This design comes from an exercise in tuning for small area on the open sky130 flow, not from production work.
The RTL was checked by simulation tests, not by an equivalence proof against the original design.

==> inputs of run A <==
## data_checker
module data_checker # (FREQ_HZ = 1000)
(
    input   clk, resetn,
    input   channel,
    input[31:0]     axis_pattern_tdata,
    input           axis_pattern_tvalid,
    output          axis_pattern_tready,
    input[511:0]    axis_eth_tdata,
    input           axis_eth_tvalid,
    input           axis_eth_tlast,
    input           axis_eth_tuser,
    output          axis_eth_tready,
    input[15:0]     PACKET_SIZE,
    input[31:0]     FRAME_SIZE,
    input[63:0]     RFD_ADDR, RFD_SIZE,
    input[63:0]     RMD_ADDR, RMD_SIZE,
    input[63:0]     RFC_ADDR,
    input[31:0]     PACKETS_PER_GROUP,
    output eth_active,
    output reg[63:0] total_packets_rcvd,
    output reg[63:0] malformed_packets,
    output reg[31:0] expected_fc,
    output reg[31:0] expected_frame_pattern,
    output    [63:0] expected_rdmx_addr,
    output    [15:0] expected_rdmx_seq,
    output    [17:0] error,
    output    [511:0] error_data,
    output all_good
);
clock: 10.0 ns
lec_check: 0
cap_margin: 20
cell_pad_in_sites_detail_placement: 1
cell_pad_in_sites_global_placement: 2
core_area: 5 5 645 645
die_area: 0 0 650 650
place_density: 0.4
slew_margin: 20
synth_hierarchical: 1
standard.sh (not shown) runs the stock make flow with config.mk's settings and CLKGATE_MAP_FILE= SYNTH_SCRIPT=/design/flow/synth_recipe.tcl, a recipe that flattens the netlist after the stock synthesis.
==> flow/flow/run.sh <==
#!/bin/bash
# Standard ORFS layout, with minimum-size port buffers and no CTS dummy loads.
set -euo pipefail
export BUFFER_PORTS_ARGS="-buffer_cell sky130_fd_sc_hd__buf_1"
export CTS_ARGS="-sink_clustering_enable -repair_clock_nets -dont_use_dummy_load -buf_list sky130_fd_sc_hd__clkbuf_4 -root_buf sky130_fd_sc_hd__clkbuf_16 -sink_clustering_size 8 -sink_clustering_max_diameter 40"
bash standard.sh > standard_flow.log 2>&1
==> inputs of run Z, as changes to run A <==
--- a/flow/design.v
+++ b/flow/design.v
@@ -34,13 +34,13 @@
     output reg[63:0] total_packets_rcvd,
     output reg[63:0] malformed_packets,
     output reg[31:0] expected_fc,
     output reg[31:0] expected_frame_pattern,
     output    [63:0] expected_rdmx_addr,
     output    [15:0] expected_rdmx_seq,
-    output    [17:0] error,
+    output reg[17:0] error,
     output    [511:0] error_data,
     output all_good
 );
 function integer bits_for;
     input integer v;
     integer n;
@@ -133,14 +133,13 @@
 localparam FSM_GET_FDATA_PACKET = 2;
 localparam FSM_GET_MDATA_HEADER = 3;
 localparam FSM_GET_MDATA_PACKET = 4;
 localparam FSM_GET_FC_HEADER    = 5;
 localparam FSM_GET_FC_PACKET    = 6;
 reg [2:0] fsm_state;
-reg  [5:0] err_bits;
-wire checking = (err_bits == 0);
+wire checking = (error == 0);
 assign all_good = checking;
 assign axis_pattern_tready = resetn & (~checking | (fsm_state == FSM_GET_PATTERN));
 assign axis_eth_tready     = resetn & (~checking | (fsm_state != FSM_GET_PATTERN));
 wire axis_pattern_handshake = axis_pattern_tvalid & axis_pattern_tready;
 wire axis_eth_handshake     = axis_eth_tvalid     & axis_eth_tready;
 wire take_pattern = checking & (fsm_state == FSM_GET_PATTERN) & axis_pattern_tvalid & resetn;
@@ -163,55 +162,23 @@
 wire in_mdh = (fsm_state == FSM_GET_MDATA_HEADER);
 wire in_mdp = (fsm_state == FSM_GET_MDATA_PACKET);
 wire in_fch = (fsm_state == FSM_GET_FC_HEADER);
 wire in_fcp = (fsm_state == FSM_GET_FC_PACKET);
 wire proc  = checking & reg_valid;           
 wire check = proc & reg_well_formed;         
-localparam [10:0] LFSR_IDLE = 11'h7FF;
-function [10:0] lfsr_step;
-    input [10:0] t;
-    lfsr_step = {t[9:0], t[10] ^ t[8]};
-endfunction
-function [10:0] lfsr_start;
-    input integer steps;
-    integer n;
-    reg [10:0] t;
-    begin
-        t = LFSR_IDLE;
-        for (n = 0; n < 2047 - steps; n = n + 1)
-            t = lfsr_step(t);
-        lfsr_start = t;
-    end
-endfunction
-generate
-if (DATA_TIMEOUT < 2047) begin : g_lfsr_timer
-    localparam [10:0] LFSR_START = lfsr_start(DATA_TIMEOUT);
-    reg [10:0] eth_active_timer;
-    assign eth_active = (eth_active_timer != LFSR_IDLE);
-    always @(posedge clk) begin
-        if (resetn == 0)
-            eth_active_timer <= LFSR_IDLE;
-        else if (axis_eth_tvalid)
-            eth_active_timer <= LFSR_START;
-        else if (eth_active)
-            eth_active_timer <= lfsr_step(eth_active_timer);
-    end
-end else begin : g_count_timer
-    reg [TW-1:0] eth_active_timer;
-    assign eth_active = (eth_active_timer != 0);
-    wire[63:0] tmr_dec = dec64({{(64-TW){1'b0}}, eth_active_timer}, 1'b1);
-    always @(posedge clk) begin
-        if (resetn == 0)
-            eth_active_timer <= 0;
-        else if (axis_eth_tvalid)
-            eth_active_timer <= DATA_TIMEOUT;
-        else if (eth_active)
-            eth_active_timer <= tmr_dec[TW-1:0];
-    end
+reg [TW-1:0] eth_active_timer;
+assign eth_active = (eth_active_timer != 0);
+wire[63:0] tmr_dec = dec64({{(64-TW){1'b0}}, eth_active_timer}, 1'b1);
+always @(posedge clk) begin
+    if (resetn == 0)
+        eth_active_timer <= 0;
+    else if (axis_eth_tvalid)
+        eth_active_timer <= DATA_TIMEOUT;
+    else if (eth_active)
+        eth_active_timer <= tmr_dec[TW-1:0];
 end
-endgenerate
 wire pkt_end = reg_valid & reg_tlast;
 wire[63:0] seq_inc = inc64({48'd0, total_packets_rcvd[15:0]}, 1'b1);
 assign expected_rdmx_seq = seq_inc[15:0];
 always @(posedge clk) begin
     if (resetn == 0) begin
         total_packets_rcvd <= 0;
@@ -251,39 +218,65 @@
 wire[63:0] md_addr_inc = inc64({45'd0, md_addr[25:7]}, md_step ? md_addr_cy : 1'b1);
 wire[63:0] md_left_dec = dec64({45'd0, md_left[25:7]}, md_step ? md_left_bw : 1'b1);
 wire       md_wrap     = (md_left[63:8] == 0) & (~md_left[7] | (RMD_SIZE[6:0] == 0));
 wire[63:0] exp_addr = ({64{in_fdh}} & fd_addr)
                     | ({64{in_mdh}} & {md_addr, RMD_ADDR[6:0]})
                     | ({64{in_fch}} & RFC_ADDR);
-wire addr_error = err_bits[3];
+wire addr_error = error[3] | error[9] | error[15];
 assign expected_rdmx_addr = {64{addr_error}} & fd_addr;
-wire bad_magic, bad_seq, bad_len, bad_addr;
-header_compare i_header_compare (
-    .magic(h_rdmx_magic), .seq(h_rdmx_seq_num), .len(h_ip4_length), .addr(h_rdmx_address),
-    .exp_seq(expected_rdmx_seq), .packet_size(PACKET_SIZE), .exp_addr(exp_addr),
-    .in_fdh(in_fdh), .in_mdh(in_mdh),
-    .bad_magic(bad_magic), .bad_seq(bad_seq), .bad_len(bad_len), .bad_addr(bad_addr));
-wire hdr_bytes_diff, ftr_bytes_diff, other_diff;
-pattern_compare i_pattern_compare (.e(e), .p(expected_frame_pattern), .hdr_diff(hdr_bytes_diff), .ftr_diff(ftr_bytes_diff), .other_diff(other_diff));
+wire        bad_magic = (h_rdmx_magic != RDMX_MAGIC);
+wire        bad_seq   = (h_rdmx_seq_num != expected_rdmx_seq);
+wire [16:0] fd_ip_len = add16(PACKET_SIZE, 16'd50);
+wire [15:0] exp_len   = in_fdh ? fd_ip_len[15:0] : in_mdh ? 16'd178 : 16'd54;
+wire        bad_len   = (h_ip4_length != exp_len) | (in_fdh & fd_ip_len[16]);
+wire        bad_addr  = (h_rdmx_address != exp_addr);
+reg  hdr_bytes_diff, ftr_bytes_diff, other_diff;
+reg  g_and_h, g_or_h, g_and_f, g_or_f, g_and_o, g_or_o;
+integer k, m;
+always @* begin
+    hdr_bytes_diff = 0;
+    ftr_bytes_diff = 0;
+    other_diff     = 0;
+    for (k = 0; k < 32; k = k + 1) begin
+        g_and_h = 1; g_or_h = 0;
+        g_and_f = 1; g_or_f = 0;
+        g_and_o = 1; g_or_o = 0;
+        for (m = 0; m < 16; m = m + 1) begin
+            if (k < 8 && m % 2 == 0) begin
+                g_and_h = g_and_h & e[32*m+k];
+                g_or_h  = g_or_h  | e[32*m+k];
+            end else if (k >= 24 && m % 2 == 1 && m >= 9) begin
+                g_and_f = g_and_f & e[32*m+k];
+                g_or_f  = g_or_f  | e[32*m+k];
+            end else begin
+                g_and_o = g_and_o & e[32*m+k];
+                g_or_o  = g_or_o  | e[32*m+k];
+            end
+        end
+        if (k < 8)
+            hdr_bytes_diff = hdr_bytes_diff | (expected_frame_pattern[k] ? ~g_and_h : g_or_h);
+        if (k >= 24)
+            ftr_bytes_diff = ftr_bytes_diff | (expected_frame_pattern[k] ? ~g_and_f : g_or_f);
+        other_diff = other_diff | (expected_frame_pattern[k] ? ~g_and_o : g_or_o);
+    end
+end
 wire hdr_cycle  = (channel == 0) & (hframe_cycle[31:8] == 0) & (hframe_cycle[1] == 0);
 wire ftr_cycle  = (channel == 1) & in_footer & (hframe_cycle[1:0] == 3);
 wire bad_fdata  = other_diff | (hdr_bytes_diff & ~hdr_cycle) | (ftr_bytes_diff & ~ftr_cycle);
 wire [7:0] exp_cycles = in_fdp ? PACKET_SIZE[13:6] : in_mdp ? 8'd2 : 8'd1;
 wire bad_plen  = reg_tlast & (cycles_in_packet != exp_cycles);
 wire bad_fc    = (h_frame_counter != expected_fc);
 wire [5:0]  hdr_bits = {2'b00, bad_addr, bad_len, bad_seq, bad_magic};
-wire [5:0] fail_bits =
-      ({6{check & (in_fdh | in_mdh | in_fch)}} & hdr_bits)
-    | ({6{check & in_fdp}} & {bad_plen, bad_fdata, 4'b0})
-    | ({6{check & in_mdp}} & {bad_plen, 5'b0})
-    | ({6{check & in_fcp}} & {bad_plen, bad_fc, 4'b0});
+wire [17:0] fail_bits =
+      ({18{check & in_fdh}} & {12'b0, hdr_bits})
+    | ({18{check & in_fdp}} & {12'b0, bad_plen, bad_fdata, 4'b0})
+    | ({18{check & in_mdh}} & {6'b0, hdr_bits, 6'b0})
+    | ({18{check & in_mdp}} & {6'b0, bad_plen, 11'b0})
+    | ({18{check & in_fch}} & {hdr_bits, 12'b0})
+    | ({18{check & in_fcp}} & {bad_plen, bad_fc, 16'b0});
 wire fail      = (fail_bits != 0);
-wire kind_fd = (fsm_state == FSM_GET_FDATA_HEADER) | (fsm_state == FSM_GET_FDATA_PACKET);
-wire kind_md = (fsm_state == FSM_GET_MDATA_HEADER) | (fsm_state == FSM_GET_MDATA_PACKET);
-wire kind_fc = (fsm_state == FSM_GET_FC_HEADER)    | (fsm_state == FSM_GET_FC_PACKET);
-assign error = {err_bits & {6{kind_fc}}, err_bits & {6{kind_md}}, err_bits & {6{kind_fd}}};
 wire plen_fail = check & (in_fdp | in_mdp | in_fcp) & bad_plen;
 wire addr_ok   = ~(reg_well_formed & bad_addr);
 wire addr_fail = check & (in_fdh | in_mdh | in_fch) & bad_addr;
 reg [2:0] fsm_next;
 always @* begin
     fsm_next = fsm_state;
@@ -328,17 +321,16 @@
     .q      (error_data)
 );
 always @(posedge clk) begin
     if (resetn == 0) begin
         fsm_state   <= FSM_GET_PATTERN;
         expected_fc <= 0;
-        err_bits    <= 0;
+        error       <= 0;
     end else if (checking) begin
-        if (~fail)
-            fsm_state <= fsm_next;
-        err_bits <= fail_bits;
+        fsm_state <= fsm_next;
+        error     <= fail_bits;
         if (take_pattern) begin
             expected_frame_pattern <= axis_pattern_tdata;
             expected_fc            <= fc_inc[31:0];
         end
     end
 end
@@ -424,58 +416,6 @@
 always @(posedge clk)
     q <= ({512{ld_raw}}  & raw)
        | ({512{ld_swap}} & swapped)
        | ({512{hold}}    & q)
        | ({512{ld_len}}  & {504'd0, len});
 endmodule
-module pattern_compare
-(
-    input  [511:0] e,
-    input  [31:0]  p,
-    output reg     hdr_diff, ftr_diff, other_diff
-);
-reg  g_and_h, g_or_h, g_and_f, g_or_f, g_and_o, g_or_o;
-integer k, m;
-always @* begin
-    hdr_diff = 0;
-    ftr_diff = 0;
-    other_diff     = 0;
-    for (k = 0; k < 32; k = k + 1) begin
-        g_and_h = 1; g_or_h = 0;
-        g_and_f = 1; g_or_f = 0;
-        g_and_o = 1; g_or_o = 0;
-        for (m = 0; m < 16; m = m + 1) begin
-            if (k < 8 && m % 2 == 0) begin
-                g_and_h = g_and_h & e[32*m+k];
-                g_or_h  = g_or_h  | e[32*m+k];
-            end else if (k >= 24 && m % 2 == 1 && m >= 9) begin
-                g_and_f = g_and_f & e[32*m+k];
-                g_or_f  = g_or_f  | e[32*m+k];
-            end else begin
-                g_and_o = g_and_o & e[32*m+k];
-                g_or_o  = g_or_o  | e[32*m+k];
-            end
-        end
-        if (k < 8)
-            hdr_diff = hdr_diff | (p[k] ? ~g_and_h : g_or_h);
-        if (k >= 24)
-            ftr_diff = ftr_diff | (p[k] ? ~g_and_f : g_or_f);
-        other_diff = other_diff | (p[k] ? ~g_and_o : g_or_o);
-    end
-end
-endmodule
-module header_compare
-(
-    input  [15:0] magic, seq, len,
-    input  [63:0] addr,
-    input  [15:0] exp_seq, packet_size,
-    input  [63:0] exp_addr,
-    input         in_fdh, in_mdh,
-    output        bad_magic, bad_seq, bad_len, bad_addr
-);
-wire [16:0] fd_ip_len = packet_size + 16'd50;
-wire [15:0] exp_len   = in_fdh ? fd_ip_len[15:0] : in_mdh ? 16'd178 : 16'd54;
-assign bad_magic = (magic != 16'h0122);
-assign bad_seq   = (seq != exp_seq);
-assign bad_len   = (len != exp_len) | (in_fdh & fd_ip_len[16]);
-assign bad_addr  = (addr != exp_addr);
-endmodule
Settings changed: CELL_PAD_IN_SITES_DETAIL_PLACEMENT 1 to default, CELL_PAD_IN_SITES_GLOBAL_PLACEMENT 2 to default, PLACE_DENSITY 0.4 to default.
==> inputs of run K, as changes to run A <==
==> flow/flow/run.sh (replaced) <==
#!/bin/bash
# Standard ORFS layout, with minimum-size port buffers and no CTS dummy loads.
set -euo pipefail
export BUFFER_PORTS_ARGS="-buffer_cell sky130_fd_sc_hd__buf_1"
export CTS_ARGS="-sink_clustering_enable -repair_clock_nets -dont_use_dummy_load -buf_list sky130_fd_sc_hd__clkbuf_8 -root_buf sky130_fd_sc_hd__clkbuf_8 -sink_clustering_size 12 -sink_clustering_max_diameter 80"
bash standard.sh > standard_flow.log 2>&1
Settings changed: CAP_MARGIN 20 to 10, SLEW_MARGIN 20 to 10.
==> impl_metrics.py <==
metrics = {
    "status": {
        "outcome": "finished clean",
    },
    "clocking": {
        "clock_latency_ps": 1030,
        "cts_sinks": 1059,
        "htree_levels": 4,
    },
    "finish": {
        "final_cell_mix": "buf_1, dfxtp_1, inv_1, a222oi_1, ha_1",
        "clkbuf_count": 222,
        "buffers": 1951,
        "multi_input_area_share_pct": 37.88,
        "fill_cells": 46320,
    },
    "grt": {
        "grt_max_degree": 192,
        "antenna_found_initial": 185,
    },
    "placed_design": {
        "port_buffers": 1716,
        "place_ws_ps": 910.5,
    },
    "power_and_ir_drop": {
        "pg_comb_mw": 4.68,
        "power_frac_seq_pct": 46.6,
    },
    "critical_path": {
        "path_buf_inv": 7,
        "path_max_fanout": 75,
    },
    "drt": {
        "viasPerCell": 4.616,
    },
    "yosys": {
        "syn-cell-area_sq_mm": 0.05572,
        "synth_top_area_share_pct": 28.89,
    },
}
-- figures above: run Z

==> impl_metrics.py <==
metrics = {
    "clocking": {
        "cts_sinks": 1048,
        "htree_levels": 5,
    },
    "placed_design": {
        "place_ws_ps": 995.9,
        "port_buffers": 1717,
        "place_congestion": 0.9459,
    },
    "finish": {
        "fill_cells": 48300,
        "multi_input_area_share_pct": 37.31,
        "final_cell_mix": "buf_1, dfxtp_1, inv_1, a222oi_1, ha_1",
        "buffers": 1884,
        "clkbuf_count": 320,
    },
    "grt": {
        "antenna_found_initial": 256,
    },
    "critical_path": {
        "path_buf_inv": 5,
        "path_max_fanout": 2,
    },
    "yosys": {
        "synth_top_area_share_pct": 29.22,
    },
    "power_and_ir_drop": {
        "power_frac_seq_pct": 45.8,
        "pg_comb_mw": 3.39,
    },
    "status": {
        "outcome": "finished clean",
    },
}
-- figures above: run A

==> impl_metrics.py <==
metrics = {
    "yosys": {
        "synth_top_area_share_pct": 29.22,
        "syn-cell-area_sq_mm": 0.05432,
    },
    "placed_design": {
        "place_area_sq_mm": 0.06696,
        "port_buffers": 1717,
    },
    "clocking": {
        "clock_latency_ps": 1050,
        "cts_sinks": 1048,
        "htree_levels": 4,
    },
    "finish": {
        "final_cell_mix": "buf_1, dfxtp_1, inv_1, a222oi_1, ha_1",
        "multi_input_gates": 3412,
        "clkbuf_count": 140,
        "area_share_nonclk_buffers_pct": 11.40,
        "final_cell_area_sq_mm": 0.06915,
    },
    "grt": {
        "grt_max_degree": 191,
    },
    "drt": {
        "viasPerCell": 4.386,
    },
    "critical_path": {
        "cpPeakStageDelay_ps": 500,
        "path_max_fanout": 2,
    },
    "hold_path": {
        "hold_start": "g_lfsr_timer.eth_active_timer[2]",
    },
    "power_and_ir_drop": {
        "power_frac_seq_pct": 48.6,
        "pg_comb_mw": 3.40,
    },
    "status": {
        "outcome": "finished clean",
    },
    "sta": {
        "setup_tns_ps": 0,
    },
}
-- figures above: run K

-- what the ideal ports hide --
The results above use ideal ports. As a check the final layouts listed here were re-extracted and re-timed, cells and wires unchanged.
Step 1, drivers: a clkbuf_16 drives clk and a buf_2 each remaining input, both assumed.
Step 2 moves the port delays by t, midway between the first and last clock arrival at a register: inputs arrive t later, outputs are due t later. That takes back most of the time a late clock gives input paths.
Slacks: ideal / step 1 / step 2; pairs: ideal / step 1.
run	shift t [ns]	slack for setup (ns)	slew at the worst register clock pin (ns)
run A	1.184	2.110 / 2.161 / 0.977	0.10 / 0.10
run Z	1.071	1.875 / 1.932 / 0.861	0.10 / 0.10
run K	1.075	2.023 / 2.073 / 0.997	0.10 / 0.10
After both steps every run listed still meets setup and hold. The setup slack of run A, which loses most, moves by +0.051 ns with the drivers and by -1.133 ns with both steps.
